From an optimization exercise on the open Yosys and OpenROAD flow, aimed at small area; shortcuts taken in it are not production practice. Only simulation tests tie the RTL to the original design; equivalence was not proved. Power figures rest on the tool's default switching activity, not on a simulated workload.

<file path="run.sh">
#!/bin/bash
# synth_recipe.tcl (not shown) runs the flow's synth.tcl, then flattens the netlist and writes it again
# the make line also repeats each setting of config.mk as NAME=value (left out here)
make -C /OpenROAD-flow-scripts/flow DESIGN_CONFIG=/design/flow/config.mk WORK_HOME=/design/flow/orfs CLKGATE_MAP_FILE= SYNTH_SCRIPT=/design/flow/synth_recipe.tcl finish
</file>
<file path="config.mk">
export PLATFORM = sky130hd
export DESIGN_NAME = wiener_3_channels
export DESIGN_NICKNAME = wiener_3_channels
export VERILOG_FILES = /design/flow/design.v
export SDC_FILE = /design/flow/constraint.sdc
export NUM_CORES = 4
export LEC_CHECK = 0
export CAP_MARGIN = 20
export CORE_MARGIN = 2
export CORE_UTILIZATION = 40
export SLEW_MARGIN = 20
</file>
<file path="constraint.sdc">
create_clock -name core_clock -period 120.0 [get_ports {clk}]
set_input_delay 24.0000 -clock core_clock [delete_from_list [all_inputs] [get_ports {clk}]]
set_output_delay 24.0000 -clock core_clock [all_outputs]
set_load 0.01 [all_outputs]
</file>
<file path="design.v">
module DW_div_32bit_inst #() (a, b, quotient, remainder, divide_by_0);
parameter integer a_width  = 32;   
parameter integer b_width  = 32;   
parameter integer tc_mode  = 0;
parameter integer rem_mode = 1;
input  [a_width-1 : 0] a;
input  [b_width-1 : 0] b;
output [a_width-1 : 0] quotient;
output [b_width-1 : 0] remainder;
output 		 divide_by_0;
assign quotient    = (b == 0) ? {a_width{1'b1}} : a / b;
assign remainder   = (b == 0) ? a : a % b;
assign divide_by_0 = (b == 0);
endmodule
module mean_unit #(
	parameter DATA_WIDTH = 8         
)(
	input  logic                   clk,
	input  logic                   ce,        
	input  logic                   rst_n,
	input logic  [31:0]            total_samples, 
	input  logic [DATA_WIDTH-1:0]  data_in,    
	input  logic                   start_data_in,
	input  logic                   en,
	output logic [2*DATA_WIDTH-1:0]  mean_out,  
	output logic                   ready          
);
	logic [31:0] count;
	logic [31:0] sum;
	logic [31:0] quotient;  
	logic [31:0] remainder;
	logic divide_by_0;
	DW_div_32bit_inst divider (	
		.a          (sum),
		.b          (total_samples),
		.quotient   (quotient   ),
		.remainder  (remainder  ),
		.divide_by_0(divide_by_0)
	);
	always_ff @(posedge clk or negedge rst_n) begin
		if (!rst_n) begin
			sum <= 0;
			count <= 0;
			mean_out <= {2*DATA_WIDTH{1'd0}};
			ready <=1'd0;
		end else if (!ce) begin
		end else if (start_data_in) begin
			count <= 0;
			sum <= 0;
			ready <= 1'd0;
		end else if (count < total_samples && !start_data_in && !ready)  begin
			if (en) begin
					sum <= sum + data_in;
					count <= count + 1;		
			end
		end else if (count == total_samples) begin
			sum <= 0;
			count <= 0;
			ready <= 1'd1;
			mean_out <= quotient;
		end
	end
endmodule
module shift_register #(
	parameter DATA_WIDTH = 8,         
	parameter DEPTH = 64             
)(
	input  logic                   clk,       
	input  logic                   ce,        
	input  logic                   clr,       
	input  logic [DATA_WIDTH-1:0]  serial_in,  
	input  logic                   shift_en,   
	output logic [DATA_WIDTH-1:0]  serial_out  
);
	logic [DATA_WIDTH-1:0] shift_reg [0:DEPTH-1];
	int i;
	always_ff @(posedge clk) begin
		if (ce) begin
			if (clr) begin
				for (int i = 0; i < DEPTH; i++) begin
					shift_reg[i] <= '0;
				end
			end else if (shift_en) begin
				for (i = DEPTH-1; i > 0; i--) begin
					shift_reg[i] <= shift_reg[i-1];
				end
				shift_reg[0] <= serial_in;  
			end
		end
	end
	assign serial_out = shift_reg[DEPTH-1];
endmodule
module variance_unit #(
	parameter DATA_WIDTH = 8,          
	parameter TOTAL_SAMPLES = 64      
)(
	input  logic                   clk,
	input  logic                   ce,        
	input  logic                   rst_n,
	input  logic [DATA_WIDTH-1:0]  data_in,    
	input  logic                   start_data_in,
	input  logic [DATA_WIDTH-1:0]  mean_in,    
	output logic [2*DATA_WIDTH-1:0]  variance_out,  
	output logic                   ready          
);
	logic [31:0] variance_sum;  
	logic [DATA_WIDTH-1:0] count;                        
	logic signed [DATA_WIDTH:0] diff;  
	logic [2 * DATA_WIDTH:0] diff_square;
	logic data_started;
	always_ff @(posedge clk or negedge rst_n) begin
		if (!rst_n) begin
			diff <= 0;
			diff_square <= 0;
		end else if (!ce) begin
		end else if (count < TOTAL_SAMPLES  && !ready && (start_data_in || data_started) ) begin 
			diff <= data_in - mean_in;  
			diff_square <= diff * diff;  
		end else if (start_data_in) begin
			diff_square <= 0;
		end
	end
	always_ff @(posedge clk or negedge rst_n) begin
		if (!rst_n) begin
			variance_sum <= 0;
			count <= 0;
			ready <= 0;
			variance_out <= 0;
			data_started <=0;
		end else if (ce) begin
			if (start_data_in) begin
				ready <= 0;
				count <= 0;
				variance_sum <= 0;
				data_started <=1;
			end 
			if (data_started && !ready) begin
				variance_sum <= variance_sum + diff_square;
				count <= count + 1;
			end 
			if (count == TOTAL_SAMPLES + 1) begin
				variance_sum <= 0;
				count <= 0;
				ready <= 1;
				variance_out <= variance_sum >> $clog2(TOTAL_SAMPLES);
				data_started <= 0;
			end 
			if(ready) begin
				ready <= 0;
			end
		end
	end
endmodule
module wiener_block_stats_FSM #(
	parameter DATA_WIDTH = 8,          
	parameter TOTAL_SAMPLES = 64      
)(
	input logic                   clk,
	input  logic                   ce,        
	input logic                   rst_n,
	input logic                   start_of_frame, 
	input logic                   mean_ready, 
	input logic                   variance_ready,
	input logic [31:0]            blocks_per_frame,
	output logic                   shift_en_1,
	output logic                   shift_en_2,
	output logic                   shift_en_mean,
	output logic                   shift_reg_rst_n,
	output logic                   variance_start_of_data
);
logic [31:0] count;
logic [31:0] block_count;
logic updated_block_count;
logic [1:0] mean_ready_counter;
logic variance_ready_flag;  
typedef enum logic [2:0] {
	IDLE = 3'd0,
	READ_BLOCK = 3'd1,
	WAIT_FOR_MEAN = 3'd2,
	EMPTY_BUFFER = 3'd3
 } state_t;
state_t state, next_state;
always_ff @(posedge clk or negedge rst_n) begin
	if (!rst_n) begin
		state <= IDLE;
	end else if (ce) begin
		state <= next_state;
	end
end
always_comb begin
	shift_en_1  = 0;
	shift_en_2  = 0;
	shift_reg_rst_n = 1;
	case (state) 
		IDLE: begin
			if (start_of_frame) begin
				next_state = READ_BLOCK;
				shift_reg_rst_n = 1;
				shift_en_1 = 1;
				shift_en_2 = 1;
			end else begin
				next_state = IDLE;
				shift_reg_rst_n = 0;
			end
		end
		READ_BLOCK: begin
			if (count == TOTAL_SAMPLES) begin
				next_state = WAIT_FOR_MEAN;
			end else begin
				shift_en_1 = 1;  
				shift_en_2 = 1;
				next_state = READ_BLOCK;
			end
		end
		WAIT_FOR_MEAN: begin
			if (block_count == blocks_per_frame + 1) begin  
				next_state = EMPTY_BUFFER;
			end else if (mean_ready_counter == 2) begin
				next_state = READ_BLOCK;
			end else begin
				next_state = WAIT_FOR_MEAN;
			end
		end
		EMPTY_BUFFER: begin
			if (count == TOTAL_SAMPLES+2) begin
				next_state = IDLE;
			end else begin
				shift_en_1 = 0;
				if (variance_ready_flag) begin  
					shift_en_2 = 1;
				end
				next_state = EMPTY_BUFFER;
			end
		end
		default: begin
			next_state = IDLE;
		end
	endcase
end
always_comb begin
	if (mean_ready && mean_ready_counter == 1) begin   
		shift_en_mean = 1;
	end else begin
		shift_en_mean = 0;
	end
end
always_ff @(posedge clk or negedge rst_n) begin
	if (!rst_n) begin
		variance_start_of_data <= 0;
		count<= 0;
		block_count <= 0;
		updated_block_count <= 0;
		mean_ready_counter <= 0;
		variance_ready_flag <=0;  
	end else if (ce) begin
		if (state == IDLE) begin
			count <= 0;
			block_count <= 0;
			updated_block_count <= 0;
			mean_ready_counter <= 0;
		end else if (state == READ_BLOCK) begin
			updated_block_count <= 0;
			mean_ready_counter <= 0;
			if (count == TOTAL_SAMPLES) begin
				count <= 0;
			end else begin
				count <= count + 1;
			end
		end else if (state == WAIT_FOR_MEAN) begin
			if (!updated_block_count) begin
				block_count <= block_count + 1;
				updated_block_count <= 1;
				count <= 0;
				variance_ready_flag <=0;  
			end
			if (mean_ready) begin
				mean_ready_counter <= mean_ready_counter + 2'd1;
				variance_start_of_data <= 0;
			end
			if (mean_ready_counter == 2) begin
				variance_start_of_data <= 1;
				mean_ready_counter <= 0;
			end	
		end else if (state == EMPTY_BUFFER) begin
			if (variance_ready) begin
				variance_ready_flag <= 1; 
			end
			if (count == TOTAL_SAMPLES+2) begin
				count <= 0;
			end else begin
				count <= count + 1;
			end
		end
	end
end
endmodule
module wiener_block_stats #(
	parameter DATA_WIDTH = 8,          
	parameter TOTAL_SAMPLES = 8      
)(
	input  logic                   clk,
	input  logic                   ce,
	input  logic                   rst_n,
	input  logic                   start_of_frame, end_of_frame, 
	input  logic [DATA_WIDTH-1:0]  data_in,    
	input  logic                   start_data,
	input logic [31:0]            blocks_per_frame,
	output logic [2*DATA_WIDTH-1:0]  block_variance, 
	output logic [2*DATA_WIDTH-1:0]  mean_out, 
	output logic                   variance_ready,    
	output logic [DATA_WIDTH-1:0]   data_out  
);
logic shift_en_1, shift_en_2, shift_en_mean, shift_reg_rst_n, variance_start_of_data;
logic mean_ready;  
logic [2*DATA_WIDTH-1:0]  block_mean;
logic [DATA_WIDTH-1:0] serial_lvl_1;  
wiener_block_stats_FSM #(
	.DATA_WIDTH(DATA_WIDTH),
	.TOTAL_SAMPLES(TOTAL_SAMPLES)  
) wiener_block_stats_FSM_inst (
	.clk(clk),
	.ce(ce),
	.rst_n(rst_n),
	.start_of_frame(start_of_frame),
	.mean_ready(mean_ready),
	.variance_ready(variance_ready),
	.blocks_per_frame(blocks_per_frame),
	.shift_en_1(shift_en_1),
	.shift_en_2(shift_en_2),
	.shift_reg_rst_n(shift_reg_rst_n),
	.variance_start_of_data(variance_start_of_data),
	.shift_en_mean(shift_en_mean)
);
mean_unit #(
	.DATA_WIDTH(DATA_WIDTH)
) mean_unit_inst (
	.clk(clk),
	.ce(ce),
	.rst_n(rst_n),
	.total_samples(TOTAL_SAMPLES),  
	.data_in(data_in),
	.start_data_in(start_data),
	.en(1'b1),                         
	.mean_out(block_mean),
	.ready(mean_ready)
);
shift_register#(
	.DATA_WIDTH(DATA_WIDTH),
	.DEPTH(TOTAL_SAMPLES)
) shift_register_data_in_1 (  
	.clk(clk),
	.ce(ce),
	.clr(!shift_reg_rst_n),
	.serial_in(data_in),
	.shift_en(shift_en_1),
	.serial_out(serial_lvl_1)  
);
shift_register#(
	.DATA_WIDTH(DATA_WIDTH),
	.DEPTH(TOTAL_SAMPLES)
) shift_register_data_in_2 (
	.clk(clk),
	.ce(ce),
	.clr(!shift_reg_rst_n),
	.serial_in(serial_lvl_1),  
	.shift_en(shift_en_2),
	.serial_out(data_out)
);
shift_register#(
	.DATA_WIDTH(DATA_WIDTH*2),
	.DEPTH(2)
) shift_register_mean (
	.clk(clk),
	.ce(ce),
	.clr(!(shift_reg_rst_n | start_of_frame)),
	.serial_in(block_mean),
	.shift_en(shift_en_mean),
	.serial_out(mean_out)
);
variance_unit #(
	.DATA_WIDTH(DATA_WIDTH),
	.TOTAL_SAMPLES(TOTAL_SAMPLES)
) variance_unit_inst (
	.clk(clk),
	.ce(ce),
	.rst_n(rst_n),
	.data_in(serial_lvl_1),
	.start_data_in(variance_start_of_data),
	.mean_in(block_mean[DATA_WIDTH-1:0]),
	.variance_out(block_variance),
	.ready(variance_ready)
);
endmodule
module wiener_calc #(
	parameter DATA_WIDTH = 8,         
	parameter TOTAL_SAMPLES = 64     
)(
	input logic                   clk,
	input  logic                   ce,        
	input logic                   rst_n,
	input logic                   stats_ready,
	input logic [2*DATA_WIDTH-1:0] mean_of_block,  
	input logic [2*DATA_WIDTH-1:0] variance_of_block,
	input logic [2*DATA_WIDTH-1:0] noise_variance,
	input logic [DATA_WIDTH-1:0]  data_in,	       
	output logic  [DATA_WIDTH-1:0] data_out,
	output logic [31:0]            data_count_out  
);
logic [31:0]            data_count ;
logic [4*DATA_WIDTH-1 : 0] a;
logic [4*DATA_WIDTH-1 : 0] b;
logic [4*DATA_WIDTH-1 : 0] quotient;  
logic [4*DATA_WIDTH-1 : 0] remainder;
logic divide_by_0;
DW_div_32bit_inst divider (.*);
assign a = (variance_of_block >= noise_variance) ? 32'(variance_of_block - noise_variance) << 2*DATA_WIDTH : 32'(noise_variance - variance_of_block) << 2*DATA_WIDTH;  
assign b = (variance_of_block == 0) ? 32'b1 : 32'(variance_of_block);
logic signed [31:0] data_out_unclipped;
logic quotient_sign;
logic data_mean_diff_sign;
logic [DATA_WIDTH-1:0] abs_data_mean_diff;
assign quotient_sign = (variance_of_block >= noise_variance) ? 1'b1 : 1'b0;  
assign data_mean_diff_sign = ({{DATA_WIDTH{1'd0}},data_in} >= mean_of_block) ? 1'b1 : 1'b0;
assign abs_data_mean_diff = (data_mean_diff_sign) ? data_in - mean_of_block[DATA_WIDTH-1:0] : mean_of_block[DATA_WIDTH-1:0] -data_in;
typedef enum logic [2:0] {
	IDLE = 3'd0,
	CALCULATE = 3'd1
 } state_t;
state_t state, next_state;
always_ff @(posedge clk or negedge rst_n) begin
	if (!rst_n) begin
		state <= IDLE;
	end else if (ce) begin
		state <= next_state;
	end
end
always_comb begin
	case (state) 
		IDLE: begin
			if (stats_ready) begin
				next_state = CALCULATE;
			end else begin
				next_state = IDLE;
			end
		end
		CALCULATE: begin
			if (data_count > TOTAL_SAMPLES + 1) begin   
				next_state = IDLE;
			end else begin
				next_state = CALCULATE;
			end
		end
		default: begin
			next_state = IDLE;
		end
	endcase
end
always_ff @(posedge clk or negedge rst_n) begin
	if (!rst_n) begin
		data_count<= 0;
		data_count_out <=0;
		data_out <= 0;
		data_out_unclipped <= 0;
	end else if (ce) begin
		if (state == IDLE && next_state != CALCULATE) begin
			data_count <= 0;
		end else if (state == CALCULATE ) begin   
			if (data_count > TOTAL_SAMPLES + 1) begin  
				data_count <= 0;
			end else begin
				data_count <= data_count + 1;
				data_count_out <= data_count;  
				if (quotient_sign == data_mean_diff_sign) begin
					data_out_unclipped <= mean_of_block + ((quotient * abs_data_mean_diff) >> 16);
				end else begin
					data_out_unclipped <= mean_of_block - ((quotient * abs_data_mean_diff) >> 16);
				end
			end
		end
		if (data_out_unclipped < 0) begin
			data_out <= 0; 
		end	else if (data_out_unclipped > 255) begin
				data_out <= 255; 
		end else begin
			data_out <= data_out_unclipped[DATA_WIDTH-1:0];
		end
	end
end
endmodule
module wiener_1_channel #(
	parameter DATA_WIDTH = 8,          
	parameter TOTAL_SAMPLES = 8      
)(
	input  logic                   clk,
	input  logic                   rst_n,
	input  logic 				   wiener_block_stats_en,  
	input  logic 				   wiener_calc_en,	 
	input  logic                   start_of_frame, end_of_frame, 
	input  logic [DATA_WIDTH-1:0]  data_in,    
	input  logic                   start_data,
	input logic [31:0]            blocks_per_frame,
	input logic [2*DATA_WIDTH-1:0]  noise_variance,
	output logic [DATA_WIDTH-1:0]   data_out,
	output logic [31:0]   data_count
);
logic [2*DATA_WIDTH-1:0]  block_variance;
logic [2*DATA_WIDTH-1:0]  mean_out;
logic                     variance_ready;    
logic [DATA_WIDTH-1:0]    serial_data_wire;    
wiener_block_stats #(
	.DATA_WIDTH(DATA_WIDTH),
	.TOTAL_SAMPLES(TOTAL_SAMPLES)  
) wiener_block_stats_inst (
	.clk(clk),
	.ce(wiener_block_stats_en),
	.rst_n(rst_n),
	.start_of_frame(start_of_frame),
	.end_of_frame(end_of_frame),
	.data_in(data_in),
	.start_data(start_data),
	.blocks_per_frame(blocks_per_frame),
	.block_variance(block_variance),
	.mean_out(mean_out),
	.variance_ready(variance_ready),
	.data_out(serial_data_wire)
);
wiener_calc #( 
	.DATA_WIDTH(DATA_WIDTH), 
	.TOTAL_SAMPLES(TOTAL_SAMPLES)  
  ) wiener_calc_inst ( 
	.clk(clk),
	.ce(wiener_calc_en),
	.rst_n(rst_n), 
	.stats_ready(variance_ready), 
	.mean_of_block(mean_out), 
	.variance_of_block(block_variance), 
	.noise_variance(noise_variance), 
	.data_in(serial_data_wire), 
	.data_out(data_out), 
	.data_count_out(data_count) 
  ); 
endmodule
module wiener_3_channels #(
	parameter DATA_WIDTH = 32,          
	parameter DATA_WIDTH_1_CH = 8,
	parameter TOTAL_SAMPLES = 64      
)(
	input  logic                   clk,
	input  logic                   rst_n,
	input  logic 				   wiener_block_stats_en,  
	input  logic 				   wiener_calc_en,	 
	input  logic                   start_of_frame, end_of_frame, 
	input  logic [DATA_WIDTH-1:0]  data_in,    
	input  logic                   start_data,  
	input logic [31:0]            blocks_per_frame,
	input logic [2*DATA_WIDTH_1_CH-1:0]  noise_variance,
	output logic [DATA_WIDTH-1:0]   data_out,
	output logic [31:0]   data_count  
);
logic [DATA_WIDTH_1_CH-1:0] data_in_r;
logic [DATA_WIDTH_1_CH-1:0] data_in_g;
logic [DATA_WIDTH_1_CH-1:0] data_in_b;
logic [DATA_WIDTH_1_CH-1:0] data_out_r;
logic [DATA_WIDTH_1_CH-1:0] data_out_g;
logic [DATA_WIDTH_1_CH-1:0] data_out_b;
logic [31:0] data_count_r;
logic [31:0] data_count_g;
logic [31:0] data_count_b;
wiener_1_channel #( 
  .DATA_WIDTH(DATA_WIDTH_1_CH), 
  .TOTAL_SAMPLES(TOTAL_SAMPLES) 
) red_ch ( 
  .clk(clk), 
  .rst_n(rst_n), 
  .wiener_block_stats_en(wiener_block_stats_en),
  .wiener_calc_en(wiener_calc_en),
  .start_of_frame(start_of_frame),
  .end_of_frame(end_of_frame),
  .noise_variance(noise_variance), 
  .data_in(data_in_r), 
  .start_data(start_data),
  .blocks_per_frame(blocks_per_frame), 
  .data_out(data_out_r), 
  .data_count(data_count_r)
); 
wiener_1_channel #( 
  .DATA_WIDTH(DATA_WIDTH_1_CH), 
  .TOTAL_SAMPLES(TOTAL_SAMPLES) 
) blue_ch ( 
  .clk(clk), 
  .rst_n(rst_n), 
  .wiener_block_stats_en(wiener_block_stats_en),
  .wiener_calc_en(wiener_calc_en),
  .start_of_frame(start_of_frame),
  .end_of_frame(end_of_frame),
  .noise_variance(noise_variance), 
  .data_in(data_in_g), 
  .start_data(start_data),
  .blocks_per_frame(blocks_per_frame), 
  .data_out(data_out_g), 
  .data_count(data_count_g)
); 
wiener_1_channel #( 
  .DATA_WIDTH(DATA_WIDTH_1_CH), 
  .TOTAL_SAMPLES(TOTAL_SAMPLES) 
) green_ch ( 
  .clk(clk), 
  .rst_n(rst_n), 
  .wiener_block_stats_en(wiener_block_stats_en),
  .wiener_calc_en(wiener_calc_en),
  .start_of_frame(start_of_frame),
  .end_of_frame(end_of_frame),
  .noise_variance(noise_variance), 
  .data_in(data_in_b), 
  .start_data(start_data),
  .blocks_per_frame(blocks_per_frame), 
  .data_out(data_out_b), 
  .data_count(data_count_b)
); 
assign	data_in_r = data_in[7:0];
assign	data_in_g = data_in[15:8];
assign	data_in_b = data_in[23:16];
assign	data_out[7:0]=data_out_r;
assign	data_out[15:8]=data_out_g;
assign	data_out[23:16]=data_out_b;
assign	data_out[31:24]=0;
always_comb begin
	if (data_count_r == data_count_g && data_count_r == data_count_b) begin
		data_count = data_count_r;
	end else begin
		data_count = -1;
	end
end
endmodule
</file>
==> flow_summary.ini <==
[status]
status = no timing/DRC/antenna violations

[synth]
synth_top_cell_by_area = edfxtp_1
synth_flop_cell = edfxtp_1
ys_async_sr_fraction_pct = 22.5
syn_avg_cell_area_um2 = 10.2
yosysUniqueCellTypes = 145
synthTopCellsByCount = and2_1, edfxtp_1, nor2_1
yosysMostFrequentCell = and2_1
synth_edf_count = 3168
yosysSeqAreaShare_pct = 43.8
synth_top_area_share_pct = 35.3
synth_top_cells_by_area = edfxtp_1, dfrtp_1, and2_1
netlist_area_mm2 = 0.270
syn_inst = 26600
ys.warnings.count = 9
synth_seq_cells = 4086

[timing]
tightest_slew_ns = 1.22
setup_viol = 0
whs_ns = 0.411
slew_headroom_pct = 18.5
finalMaxSlewViolations = 0
period_share_pct = 94.8
finClkSkew_ns = 0.188
fmax_mhz = 8.79
fin_crit_ns = 113.76
finalHoldViolations = 0

[clock_network]
cts_buffers = 417
htree_levels = 5
cts_sinks = 4086
ctsHoldBuffers = 0
cts.path.max_buffers = 4
cts_root_buf = clkbuf_16
path_clk_slew_ns = 0.06
tritoncts = yes
clk_latency_ns = 1.07

[power_and_ir_drop]
power_frac_clock_pct = 0.1
powerClk_mw = 1.31
swShare_pct = 48.5
p_seq_mw = 2.23
comb-power_mw = 2590
power.leakage_nw = 139
combinationalPowerShare_pct = 99.9
pwr-share-seq_pct = 0.1
vdd_drop_max_v = 0.00795
cellPowerDensity_mw_per_mm2 = 7900
p_int_mw = 1340
power.group.top = combinational cells
switchingPower_mw = 1260

[layout]
multi_input_area_mm2 = 0.145
design_area_mm2 = 0.328
regArea_mm2 = 0.118
nFillCells = 61600
area.growth.synth_to_final_pct = 21.7
drive_gt1_share_pct = 19.8
finalNetCount = 33000
stdcell_count = 39800

[placed_design]
dp.cells = 39000
numPortBuffers = 133
routabilityCongestion = 0.896
post_dp_cell_area_mm2 = 0.312
place_hpwl_mm = 488

[worst_setup_path]
critPathCapture = green_ch.wiener_calc_inst.data_out_unclipped[15]
crit_path_top_delay_cell = fa_1
critical_path_depth = 528
cp.required_ns = 120.85
startpoint_type = primary input
r2r_setup_slack_ns = 28.85
startpoint = noise_variance[15]
end_kind = flip-flop
arrival_ns = 114.61
slowest_delay_ns = 0.53
reg2reg_to = green_ch.wiener_calc_inst.data_out_unclipped[15]
critPathKind = in2reg
worst_path_most_repeated_cell = a21o_1
critPathMaxFanout = 21
path_buf_inv = 44
r2r_cells = 524
crit_family = compound AO/OA/AOI/OAI gates

[global_route]
grt-ovfl-total = 0
grt_pass1_vias = 201000
antenna_found_initial = 34
grt_pass1_wl_mm = 1080
grt_util_all_layers_pct = 19.3
grt_max_degree = 336

[floorplan]
rows = 301
die_w_um = 825
io_pins = 151
coreArea_mm2 = 0.672
die_area_mm2 = 0.681
start_util_pct = 40.1
die_h_um = 825

[detailed_routing]
dr.pass1.iters = 6
ant_nets = 0
wl_mm = 674
vias = 206000
drt_iter0_markers = 14500
viasPerCell = 5.17
drcViolationCount = 0
routedWlPerCell_um = 16.9

[worst_hold_path]
hold_depth = 1
hold_class = reg2reg

[run]
maxCapViolCount = 0
==> worst max path at each step <==
stage,to,depth (start not counted)
2_1_floorplan,green_ch.wiener_calc_inst.data_out_unclipped[15],540
3_3_place_gp,red_ch.wiener_calc_inst.data_out_unclipped[16],505
==> stage by stage <==
stage	setup TNS, ns	power [mW]	util [%]	setup slack [ns]
after global placement	0	2470	46.4	0.770
after CTS	0	2510	48.5	0.534
after global routing	-2.32	2580	48.9	-0.392
final	0	2590	48.9	6.24
after detailed placement	-0.0474	2510	46.4	-0.0474
after floorplan	-0.0550	1580	-	-0.0550
==> logic make-up (layout without fill, tap and decap cells) <==
logic type      Yosys count  count (layout)  synth area share (%)
simple gates          10200           10200                  19.9
compound gates         5464            5465                  13.1
flops                  4086            4086                  43.8
buf+inv                2481            6765                  3.50
fa+ha+maj              2374            2374                  12.8
xor+xnor               1467            1467                  4.77
mux                     509             509                  2.06
other cells               1              30               0.00139
==> cell type report <==
type / instances / share of cell area (%)
tap: 8938 / 3.41
inverter: 1463 / 1.67
antenna: 22 / 0.0168
timing repair buffer: 4520 / 10.6
clock inverter: 227 / 0.778
sequential: 4086 / 36.0
multi-input combinational: 20000 / 44.1
clock buffer: 555 / 3.48
==> power groups by stage <==
stage / combinational [mW] / sequential [mW] / clock (mW)
floorplan: 1580 / 2.46 / 0
global placement: 2470 / 2.25 / 0
==> metal layers <==
layer | GRT usage [%] | vias to the layer above | wire (um)
li1 | - | 102000 | -
met1 | 28.3 | 99600 | 327000
met2 | 30.5 | 3658 | 300000
met3 | 2.08 | 885 | 30000
met4 | 4.79 | 2 | 17800
met5 | 0 | - | 8
==> cells in the final DEF, fill, tap and decap left out, types with 181 or more instances in the layout <==
cell       netlist  routed
xnor2_1        898     885
dfrtp_1        918     918
o21a_1         348     341
nor2b_1        234     227
nor3_1         461     439
fa_1           660     660
buf_4           16    4339
nand4_1        267     267
ha_1          1711    1701
and3_1         227     225
and2_1        3501    3498
nand3_1        509     505
o21bai_1       209     205
mux2_2         354     354
o31ai_1        201     181
clkbuf_16        0     423
o21ai_0       1219    1111
inv_1         1458    1430
edfxtp_1      3168    3168
nor2_1        2076    2041
nand2b_1       395     393
a21o_1         675     674
xor2_1         566     552
nand2_1       1752    1743
a21oi_1       1475    1372
==> repair_timing <==
item | 4_1_cts | 5_1_grt
setup buffers | 0 | 52
endpoints found under the hold margin | 0 | 0
gates resized for setup | 0 | 526
endpoints found under the setup margin | 0 | 54

==> what the ideal ports hide <==
No port has a modelled driver above. Below, the same layout with a new extraction and two added sets of constraints.
Step 1 assumes that a clkbuf_16 drives the clock port and a buf_2 every other input.
Step 2 times the ports against the registers' clock, not the clock port: input delays grow and output delays shrink by t, the midpoint of the rising clock arrivals with the driver on.
a / b / c = ideal / step 1 / step 2; a / b = the first two.
t (ns): 1.106
setup slack, ns: 6.239 / 6.228 / 5.122
worst slew at a driven data input, ns: 0.33
After both steps setup and hold are still met in this run. For this run, drivers alone change the setup slack by -0.011 ns; drivers and shift together by -1.117 ns.
